This design comes from an exercise in tuning for small area and a short achievable clock period on the open sky130 flow, not from production work.
No run shown here included a check of the RTL's function; only the layout flow was run.
Power figures rest on the tool's default switching activity, not on a simulated workload.

==> flow/design.v, too long to show whole: its modules and the start of the top module <==
// module vedicmult_16bit: 1602 lines
// module FA: 4 lines
// module XN2: 3 lines
// module OR2: 3 lines
// module X2: 3 lines
// module NR2: 3 lines
module vedicmult_16bit(input [15:0] a, b,
input clk, reset,
output reg [31:0] out);
  // ...
==> flow/flow/run.sh <==
#!/bin/bash
# Own layout flow: the standard ORFS flow (standard.sh), with the input and
# output port buffers made of plain buf_2 cells (the default picks a delay cell).
set -euo pipefail
export BUFFER_PORTS_ARGS="-buffer_cell sky130_fd_sc_hd__buf_2"
export PRE_FLOORPLAN_TCL="$PWD/flow/pre_floorplan.tcl"
bash standard.sh > standard.log 2>&1
==> flow/flow/pre_floorplan.tcl <==
# Synthesis (abc) maps each Booth selector to an a22oi_2; the _1 cell is the
# same function in less area and easily drives the single gate it feeds.
set swaps {sky130_fd_sc_hd__a22oi_2 sky130_fd_sc_hd__a22oi_1}
set n 0
foreach inst [[ord::get_db_block] getInsts] {
  set m [[$inst getMaster] getName]
  if { [dict exists $swaps $m] } {
    replace_cell [get_cells [$inst getName]] [dict get $swaps $m]
    incr n
  }
}
puts "pre_floorplan: resized $n cells"
==> flow/standard.sh <==
#!/bin/bash
# synth_recipe.tcl (not shown) runs the flow's synth.tcl, then flattens the netlist and writes it again
# the make line also repeats each setting of config.mk as NAME=value (left out here)
make -C /OpenROAD-flow-scripts/flow DESIGN_CONFIG=/design/flow/config.mk WORK_HOME=/design/flow/orfs CLKGATE_MAP_FILE= SYNTH_SCRIPT=/design/flow/synth_recipe.tcl "${@:-finish}"
==> flow/config.mk <==
export PLATFORM = sky130hd
export DESIGN_NAME = vedicmult_16bit
export DESIGN_NICKNAME = vedicmult_16bit
export VERILOG_FILES = /design/flow/design.v
export SDC_FILE = /design/flow/constraint.sdc
export NUM_CORES = 4
export LEC_CHECK = 0
export CAP_MARGIN = 20
export CORE_MARGIN = 2
export CORE_UTILIZATION = 40
export CTS_BUF_LIST = sky130_fd_sc_hd__clkbuf_4 sky130_fd_sc_hd__clkbuf_8
export SLEW_MARGIN = 20
export SYNTH_HIERARCHICAL = 1
export SYNTH_MINIMUM_KEEP_SIZE = 0
==> flow/constraint.sdc <==
create_clock -name core_clock -period 17.0 [get_ports {clk}]
set_input_delay 3.4000 -clock core_clock [delete_from_list [all_inputs] [get_ports {clk}]]
set_output_delay 3.4000 -clock core_clock [all_outputs]
set_load 0.01 [all_outputs]
==> impl_results.md, run 1 <==
- Status: complete, no violations
- Post-synth top area cell: fa_1
- Top sig layer: met4
- Reg power frac: about 15%
- Clk pwr share: under 10%
- All-Layer GR Usage: between 20% and 30%
- Mapped cell area: 0.007152 mm2
- Endpoints failing hold: 0
- CP max stage delay: 610 ps
- Mapped Cells: 752
- WL met2: approximately 8500 um
- Req. time, crit path: 17,250 ps
- Wire length on met3: 1358 um
- WHS: about 3300 ps
- Post-synthesis area per instance: around 9.5 um2
- Crit path kind: input pin to flip-flop
- Post-synth EDFFs: 0
- Post-Synth Simple-Gate Area: 19.19%
- Final setup TNS: 0 ps
- Grt met3 use: just under 5%
- Clock buffer count: 7
- Top-count cell post-synth: nand2_1
- Post-DP Area: 0.007526 mm2
- Setup slack after layout: 7939 ps
- Final instance area: 0.007624 mm2
- Synth async-reset ratio: 0%
==> inputs of run 2 (changes only) <==
--- a/flow/flow/run.sh
+++ b/flow/flow/run.sh
@@ -4,4 +4,5 @@
 set -euo pipefail
 export BUFFER_PORTS_ARGS="-buffer_cell sky130_fd_sc_hd__buf_2"
 export PRE_FLOORPLAN_TCL="$PWD/flow/pre_floorplan.tcl"
+export SETUP_SLACK_MARGIN=9
 bash standard.sh > standard.log 2>&1
==> impl_results.md, run 2 <==
- Status: complete, no violations
- Post-synth EDFFs: 0 (unchanged)
- Setup Viol. Count Final: 0
- Via density: 5.222
- Initial cell density of the core: between 40 and 50%
- Die area: around 0.019 mm2
- DIE WIDTH: about 140 um
- Hold_sp: a[0]
- Req. time, crit path: 17,260 ps (about the same)
- Syn nets: ~1,000
- Post-Synth Adder-Cell Area: between 50% and 60%
- Number of flip-flops in the largest register: 32
- Total grt overflow: 0
- Most frequent cells in the layout: 255 x nand2_1, 169 x fa_1, 58 x buf_2, 55 x buf_4, 42 x xor2_1
- First-pass GRT wire length: 31,860 um
- Lkg Pwr: about 0.0029 uW
- CP max stage delay: 590 ps (-20 ps)
- Worst path slowest cell: fa_2
- Synth async-reset ratio: 0% (unchanged)
- # H-tree levels: 2
- Compound-Gate Fraction of Synth Area: between 4 and 5%
- Wire length on met3: 1430 um (+5.3%)
- I/O pins: 66
- Reg with most FFs: out
- I/O Buffers: 65
- Vias in the first global route: 6,025
- Final Cycle Share: 46.95%
- All-Layer GR Usage: 22.59% (+1.7 points)
- Clock Sinks: 32
- CP Launch Point: reset
- Mapped Cells: 752 (unchanged)
- Max VDD drop: 0.08148 mV
- Final instance area: 0.008551 mm2 (+12%)
- Proportion of synthesized area in mux cells: 0%
- Commonest non-fill, non-tap cell in the layout: nand2_1
- Final setup TNS: 0 ps (unchanged)
- Final min period: between 7000 and 8000 ps
- Slew Viols, Final: 0
- Final HPWL DP: ~14,000 um
- NumNets Final: between 1,000 and 1,500
- Endpoints failing hold: 0 (unchanged)
- Layout area overhead: 19.56%
- Top cells by area, synth: fa_1 55%, nand2_1 14%, dfxtp_1 9.0%, xor2_1 6.7%, clkbuf_1 2.8%
- Post-Synth Simple-Gate Area: 19.19% (unchanged)
- Sequential-to-total area share from yosys stat: 8.957%
- RSZ-0062 raised after global routing: yes
- Worst Path Buf+Inv: 2
- WL met2: 9724 um (+14%)
- Synth cell types: 34
- Cts bufs inserted: 5
- Initial antenna violation count: 0
- Clk buf depth: 2
- Synth top cells by count: 263 x nand2_1, 197 x fa_1, 55 x xor2_1
- Placer Congestion: about 0.87
- Mapped cell area: 0.007152 mm2 (unchanged)
- Floorplan core area: between 0.015 and 0.02 mm2
- Crit path kind: input pin to flip-flop
- Main synth FF type: dfxtp_1
- Syn. warnings: 7
- Antenna fix cells: 0
- DRT met1 WL: 7842 um
- Min-Delay Path Class: input pin to flip-flop
- Clk slew on worst S/H paths: approximately 90 ps
- F_max: between 100 and 150 MHz
- Core Rows: 48
- DRT iter0 DRCs: between 200 and 250
- Top Registers: out (32)
- Top-count cell post-synth: nand2_1
- Crit path max fanout: 6
- Crit path max-delay family: adder cells
- Max Cap Violations: 0
- Total vias in the final route: 5,473
- P per Cell Area: approximately 110 mW/mm2
- Post-synthesis area per instance: 9.510 um2 (unchanged)
- Crit path cell chain: buf_12 -> and2_4 -> buf_12 -> nand2_1 -> fa_1 -> fa_2 -> fa_1 -> fa_2 -> fa_1 -> fa_2 -> xor2_2 -> nand4_1 -> or2_4 -> o21a_4 -> o211a_1 -> o31ai_2 -> xor2_1
- CTS tree: done
- Post-synth top area cell: fa_1
- Startpoint Class: input pin
- Largest family of logic cells by synthesized area: adder cells
- Routed WL: ~19,000 um
- Yosys reg bits: 32
- Crit path DAT: around 8200 ps
- Layout cell share with drive strength beyond 1: about a quarter
- Util after Layout: between 40% and 50%
- Post-DP Area: 0.007656 mm2 (+1.7%)
- Top sig layer: met4
- Setup crit end kind: flip-flop
- Largest net degree at the start of global routing: 17
- Synth top area share: 55.14%
- Detail Route Antenna Nets: 0
- Die height: roughly 140 um
- Root buffer cell: clkbuf_8
- Drt first pass iters: 5
- WL per Instance: about 19 um
- DRC Markers: 0
- XOR/XNOR share of the synthesized area: 8.695%
## run 2: worst paths after layout
check | cells past startpoint | end | slack, ps
worst max-delay path | 17 | out[31] | 9020
worst min-delay path | 2 | out[0] | 3340
## run 2: modules after synthesis, one instance, submodules excluded
module           cell area [um2]  times used
FA                         20.02         197
NR2                        3.754          27
OR2                        6.256          16
X2                         8.758          55
XN2                        8.758          16
vedicmult_16bit             2385           1
## run 2: area by class of cell
class / count / area [um2]
inverter: 8 / 30.03
multi-input combinational: 648 / 6573
tap: 225 / 281.5
fill: 1638 / 8866
clock buffer: 5 / 68.82
timing repair buffer: 128 / 944.7
sequential: 32 / 640.6
clock inverter: 2 / 12.51
## run 2: metal layers
metal  vias to the layer above  global-route usage, %
met3                        30                  4.893
met4                         0                  6.293
met5                         -                      0
li1                       2387                      -
met2                       213                  38.58
met1                      2843                  29.12
## run 2: stage by stage
| stage | instances | power [uW] | worst slack, ps | hold WS, ps |
|---|---|---|---|---|
| floorplan | 752 | 633.7 | 8976 | 3546 |
| global placement | 979 | 766.0 | 7849 | 3639 |
| detailed placement | 979 | 770.3 | 7816 | 3663 |
| CTS | 1036 | 913.8 | 8932 | 3330 |
| global route | 1048 | 1062 | 8859 | 3335 |
| finish | 1048 | 961.4 | 9018 | 3335 |
## run 2: logic make-up after synthesis
logic type      Yosys count
xor+xnor                 71
compound gates           43
other cells               1
buf+inv                  72
fa+ha+maj               197
simple gates            336
flops                    32
## run 2: timing repair
| action | CTS | global route |
|---|---|---|
| pin swaps | 36 | 47 |
| setup buffers | 49 | 12 |
| setup endpoints to repair | 17 | 11 |
| gates cloned | 1 | 0 |
| hold buffers | 0 | 0 |
| resized for setup | 58 | 29 |
## run 2: where the power goes
group / switching, uW / leakage (uW) / internal [uW]
Sequential: 6.34 / 0.000269 / 117
Combinational: 406 / 0.00256 / 367
Clock: 37.9 / 0.0000400 / 27.8

[re-timing with driven ports]
How much do the figures lean on ideal ports? The routed layouts below were timed once more, with nothing changed but the port constraints.
Step 1 sets driving cells, clkbuf_16 on the clock port and buf_2 on the other inputs (assumed; they add their load-dependent delay and slew).
Step 2 also shifts input and output timing later by t, the mid clock arrival at the registers, as if the neighbouring blocks saw the same clock.
Three values: ideal, step 1, step 2; two values: the first two.
run	t, ns	slack for setup (ns)	worst setup path at the end	clock arrival spread, ns	slew at the worst register clock pin (ns)
run 1	0.347	7.939 / 7.954 / 7.608	input to register	0.013 / 0.013	0.09 / 0.09
run 2	0.350	9.018 / 8.887 / 8.537	input to register	0.011 / 0.012	0.09 / 0.09
After both steps every run listed still meets setup and hold. The setup slack of run 2, which loses most, moves by -0.131 ns with the drivers and by -0.481 ns with both steps.
